Background: an optimization exercise with open tools, aiming at small area, a short achievable clock period and few clock cycles per item. Do not read the settings as production practice. RTL that was checked went through simulation tests only; none was proved equivalent to the original. No activity file was given, so power comes from the tool's default toggle rates.

==> flow/design.v <==
module sorting_top #(
    parameter N = 8,
    parameter L = 4
)(
    input wire clk,
    input wire rst,
    input wire Rd,
    input wire WrInit,
    input wire [L-1:0] RAddr,
    input wire [N-1:0] DataIn,
    input wire start,
    output wire [N-1:0] DataOut,
    output wire done
);
    localparam K = 16;
    reg [N-1:0] r [0:K-1];    
    reg [L-1:0] o;            
    reg [N-1:0] rdat;         
    reg         busy;
    reg         done_r;
    wire go  = start & ~busy;
    wire wr  = WrInit & ~start & ~busy;
    wire rot = go | busy;     
    function automatic gt8(input [N-1:0] a, input [N-1:0] b);
        integer n;
        reg c;
        begin
            c = 1'b0;
            for (n = 0; n < N; n = n + 1)
                c = (a[n] & ~b[n]) | ((a[n] | ~b[n]) & c);
            gt8 = c;
        end
    endfunction
    wire [K/2-1:0] sw;
    genvar j;
    generate
        for (j = 0; j < K/2; j = j + 1) begin : g_ce
            assign sw[j] = rot && (o != 2*j+1) && gt8(r[2*j], r[2*j+1]);
        end
    endgenerate
    integer i;
    always @(posedge clk) begin
        for (i = 0; i < K; i = i + 1) begin
            if (rst)
                r[i] <= {N{1'b0}};
            else if (rot) begin
                if (i % 2 == 1)             
                    r[i] <= sw[i/2] ? r[i] : r[i-1];
                else                        
                    r[i] <= sw[((i+K-2)%K)/2] ? r[(i+K-2)%K] : r[(i+K-1)%K];
            end else if (wr && RAddr == i[L-1:0])
                r[i] <= DataIn;
        end
    end
    always @(posedge clk) begin
        rdat <= wr ? DataIn : r[RAddr];
        if (rst || !rot) o <= {L{1'b0}};
        else             o <= o + 1'b1;
        if (rst) begin
            busy <= 1'b0;
            done_r <= 1'b0;
        end else if (go) begin
            busy <= 1'b1;
            done_r <= 1'b0;
        end else if (busy && o == 4'd15) begin
            busy <= 1'b0;
            done_r <= 1'b1;
        end
    end
    assign DataOut = Rd ? rdat : {N{1'b0}};
    assign done = done_r;
endmodule
Settings: LEC_CHECK=0, CAP_MARGIN=20, CORE_MARGIN=2, CORE_UTILIZATION=40, SETUP_SLACK_MARGIN=2.0, SLEW_MARGIN=20; clock period 5.0 ns.
run.sh (not shown) runs the stock make flow with config.mk's settings and CLKGATE_MAP_FILE= SYNTH_SCRIPT=/design/flow/synth_recipe.tcl, a recipe that flattens the netlist after the stock synthesis.
Rerun with:
==> flow/design.v (replaced) <==
module sorting_top #(
    parameter N = 8,
    parameter L = 4
)(
    input wire clk,
    input wire rst,
    input wire Rd,
    input wire WrInit,
    input wire [L-1:0] RAddr,
    input wire [N-1:0] DataIn,
    input wire start,
    output wire [N-1:0] DataOut,
    output wire done
);
    localparam K = 16;
    reg [N-1:0] r [0:K-1];    
    reg [L-1:0] o;            
    reg [N-1:0] rdat;         
    reg         busy;
    reg         done_r;
    wire idle = ~busy | done_r;
    wire go   = start & idle;
    wire wr   = WrInit & ~start & idle;
    wire [L-1:0] o1 = (go ? {L{1'b0}} : o) + 1'b1;    
    wire [L-1:0] wp = RAddr + o1;           
    function automatic gt8(input [N-1:0] a, input [N-1:0] b);
        integer n;
        reg c;
        begin
            c = 1'b0;
            for (n = 0; n < N; n = n + 1)
                c = (a[n] & ~b[n]) | ((a[n] | ~b[n]) & c);
            gt8 = c;
        end
    endfunction
    wire [K/2-1:0] sw;
    genvar j;
    generate
        for (j = 0; j < K/2; j = j + 1) begin : g_ce
            assign sw[j] = (go || (busy && o != 2*j+1)) && gt8(r[2*j], r[2*j+1]);
        end
    endgenerate
    wire [2:0]   rj = wp[L-1:1] - {2'b0, ~wp[0]};    
    wire [N-1:0] rx = r[{rj, 1'b0}];
    wire [N-1:0] ry = r[{rj, 1'b1}];
    wire [N-1:0] rv = (sw[rj] ^ ~wp[0]) ? ry : rx;
    integer i;
    always @(posedge clk) begin
        for (i = 0; i < K; i = i + 1) begin
            if (rst)
                r[i] <= {N{1'b0}};
            else if (wr && wp == i[L-1:0])
                r[i] <= DataIn;
            else if (i % 2 == 1)            
                r[i] <= sw[i/2] ? r[i] : r[i-1];
            else                            
                r[i] <= sw[((i+K-2)%K)/2] ? r[(i+K-2)%K] : r[(i+K-1)%K];
        end
    end
    always @(posedge clk) begin
        rdat <= wr ? DataIn : rv;
        if (rst) o <= {L{1'b0}};
        else     o <= o1;
        if (rst) begin
            busy <= 1'b0;
            done_r <= 1'b0;
        end else if (go) begin
            busy <= 1'b1;
            done_r <= 1'b0;
        end else if (busy) begin
            if (o == 4'd14) done_r <= 1'b1;
            if (o == 4'd15) busy <= 1'b0;
        end
    end
    assign DataOut = Rd ? rdat : {N{1'b0}};
    assign done = done_r;
endmodule
What happened: The changed run completed with no timing, DRC or antenna violations. First-iteration DRC count falls by a quarter to a third. Total power falls by roughly a tenth. Maximum frequency falls by about a fifth. Sequential power falls by a quarter to a third. Area after synthesis falls by a few percent. Routed wire length falls by roughly a tenth. Cell count falls by a few percent. Setup slack is worse by 0.86 ns. Utilization rises by 4.6 points. Via count falls by roughly a tenth. Register-to-register slack is worse by 1.1 ns. Combinational power is about the same. Die area falls by a few percent.
Function was not checked in any run of this note: the RTL went through the layout flow alone.


run 1:
Another version of the RTL of sorting_top (not shown whole).
Size: ~1200 cells after synthesis, ~0.0094 mm² of cells after synthesis.
==> module sorting_top, before the edit <==
module sorting_top #(
    parameter N = 8,
    parameter L = 4
)(
    input wire clk,
    input wire rst,
    input wire Rd,
    input wire WrInit,
    input wire [L-1:0] RAddr,
    input wire [N-1:0] DataIn,
    input wire start,
    output wire [N-1:0] DataOut,
    output wire done
);
    localparam K = 16;
    reg [N-1:0] r [0:K-1];    
    reg [L-1:0] o;            
    reg [N-1:0] rdat;         
    reg         busy;
    reg [3:0]   cnt;
    reg         done_r;
    wire idle = ~busy | done_r;
    wire go   = start & idle;
    wire wr   = WrInit & ~start & idle;
    wire run  = busy | go;
    wire [L-1:0] o1 = o + 1'b1;             
    wire [L-1:0] wp = RAddr + o1;           
    function automatic gt8(input [N-1:0] a, input [N-1:0] b);
        integer n;
        reg c;
        begin
            c = 1'b0;
            for (n = 0; n < N; n = n + 1)
                c = (a[n] & ~b[n]) | ((a[n] | ~b[n]) & c);
            gt8 = c;
        end
    endfunction
    wire [K/2-1:0] sw;
    genvar j;
    generate
        for (j = 0; j < K/2; j = j + 1) begin : g_ce
            assign sw[j] = run && (o != 2*j+1) && gt8(r[2*j], r[2*j+1]);
        end
    endgenerate
    wire [2:0]   rj = wp[L-1:1] - {2'b0, ~wp[0]};    
    wire [N-1:0] rx = r[{rj, 1'b0}];
    wire [N-1:0] ry = r[{rj, 1'b1}];
    wire [N-1:0] rv = (sw[rj] ^ ~wp[0]) ? ry : rx;
    integer i;
    always @(posedge clk) begin
        for (i = 0; i < K; i = i + 1) begin
            if (rst)
                r[i] <= {N{1'b0}};
            else if (wr && wp == i[L-1:0])
                r[i] <= DataIn;
            else if (i % 2 == 1)            
                r[i] <= sw[i/2] ? r[i] : r[i-1];
            else                            
                r[i] <= sw[((i+K-2)%K)/2] ? r[(i+K-2)%K] : r[(i+K-1)%K];
        end
    end
    always @(posedge clk) begin
        rdat <= wr ? DataIn : rv;
        if (rst) o <= {L{1'b0}};
        else     o <= o1;
        if (rst) begin
            busy <= 1'b0;
            cnt <= 4'd0;
            done_r <= 1'b0;
        end else if (go) begin
            busy <= 1'b1;
            cnt <= 4'd0;
            done_r <= 1'b0;
        end else if (busy) begin
            cnt <= cnt + 4'd1;
            if (cnt == 4'd13) done_r <= 1'b1;
            if (cnt == 4'd14) busy <= 1'b0;
        end
    end
    assign DataOut = Rd ? rdat : {N{1'b0}};
    assign done = done_r;
endmodule
Settings: LEC_CHECK=0, CAP_MARGIN=20, CORE_MARGIN=2, CORE_UTILIZATION=40, SETUP_SLACK_MARGIN=2.6, SLEW_MARGIN=20; clock period 5.0 ns.
Every stage of the flow completed for run 1, and the final layout passed the timing, design-rule and antenna checks.
For run 2, these inputs were changed with respect to run 1:
--- a/flow/design.v
+++ b/flow/design.v
@@ -12,13 +12,13 @@
     output wire [N-1:0] DataOut,
     output wire done
 );
     localparam K = 16;
     reg [N-1:0] r [0:K-1];    
     reg [L-1:0] o;            
-    reg [N-1:0] rdat;         
+    reg [L-1:0] rp;           
     reg         busy;
     reg [3:0]   cnt;
     reg         done_r;
     wire idle = ~busy | done_r;
     wire go   = start & idle;
     wire wr   = WrInit & ~start & idle;
@@ -39,16 +39,12 @@
     genvar j;
     generate
         for (j = 0; j < K/2; j = j + 1) begin : g_ce
             assign sw[j] = run && (o != 2*j+1) && gt8(r[2*j], r[2*j+1]);
         end
     endgenerate
-    wire [2:0]   rj = wp[L-1:1] - {2'b0, ~wp[0]};    
-    wire [N-1:0] rx = r[{rj, 1'b0}];
-    wire [N-1:0] ry = r[{rj, 1'b1}];
-    wire [N-1:0] rv = (sw[rj] ^ ~wp[0]) ? ry : rx;
     integer i;
     always @(posedge clk) begin
         for (i = 0; i < K; i = i + 1) begin
             if (rst)
                 r[i] <= {N{1'b0}};
             else if (wr && wp == i[L-1:0])
@@ -57,13 +53,13 @@
                 r[i] <= sw[i/2] ? r[i] : r[i-1];
             else                            
                 r[i] <= sw[((i+K-2)%K)/2] ? r[(i+K-2)%K] : r[(i+K-1)%K];
         end
     end
     always @(posedge clk) begin
-        rdat <= wr ? DataIn : rv;
+        rp <= RAddr + o1;
         if (rst) o <= {L{1'b0}};
         else     o <= o1;
         if (rst) begin
             busy <= 1'b0;
             cnt <= 4'd0;
             done_r <= 1'b0;
@@ -74,9 +70,9 @@
         end else if (busy) begin
             cnt <= cnt + 4'd1;
             if (cnt == 4'd13) done_r <= 1'b1;
             if (cnt == 4'd14) busy <= 1'b0;
         end
     end
-    assign DataOut = Rd ? rdat : {N{1'b0}};
+    assign DataOut = Rd ? r[rp] : {N{1'b0}};
     assign done = done_r;
 endmodule
[summary]
On run 2: detail-routed net length per standard cell is 2.0% higher than what run 1 gave. Run 1 -> run 2: area of the multi-input gates increased slightly. Summary: with run 1 as the reference, number of nets in the layout in run 2 moved down by a few percent. Share of the final layout cell area in sequential cells: run 1 vs run 2, no meaningful difference. The power density over the cells in run 2 was lower than what run 1 gave.
Testbench counts of run 2, summed over its fixed seeds: cycles 4,520, sorts 96.
No functional check of the RTL was part of run 1.

## separate check: timing with driven ports
In the flow no input, the clock included, has a driving cell. The finished layouts below were timed again as built, in two steps. Step 1 sets driving cells, clkbuf_16 on the clock port and buf_2 on the other inputs (assumed; they add their load-dependent delay and slew). Step 2 adds t to the input delays and takes it off the output delays; t is the mean of the earliest and latest rising clock arrival at the registers after step 1. Input paths then give back, and output paths get back, about the clock's delay inside the block. Slacks: no drivers / after step 1 / after step 2; pairs: no drivers / after step 1.
run | t, ns | setup WS [ns] | pins driven straight from the clock port
the first run of note 1 | 0.478 | 2.055 / 2.026 / 1.656 | 1
the second run of note 1 | 0.481 | 1.190 / 1.180 / 0.698 | 1
run 1 | 0.478 | 1.422 / 1.429 / 0.950 | 1
run 2 | 0.485 | 1.728 / 1.678 / 1.816 | 1
After both steps setup and hold are still met in every run listed. For the second run of note 1, which loses most, drivers alone change the setup slack by -0.010 ns; drivers and shift together by -0.492 ns.
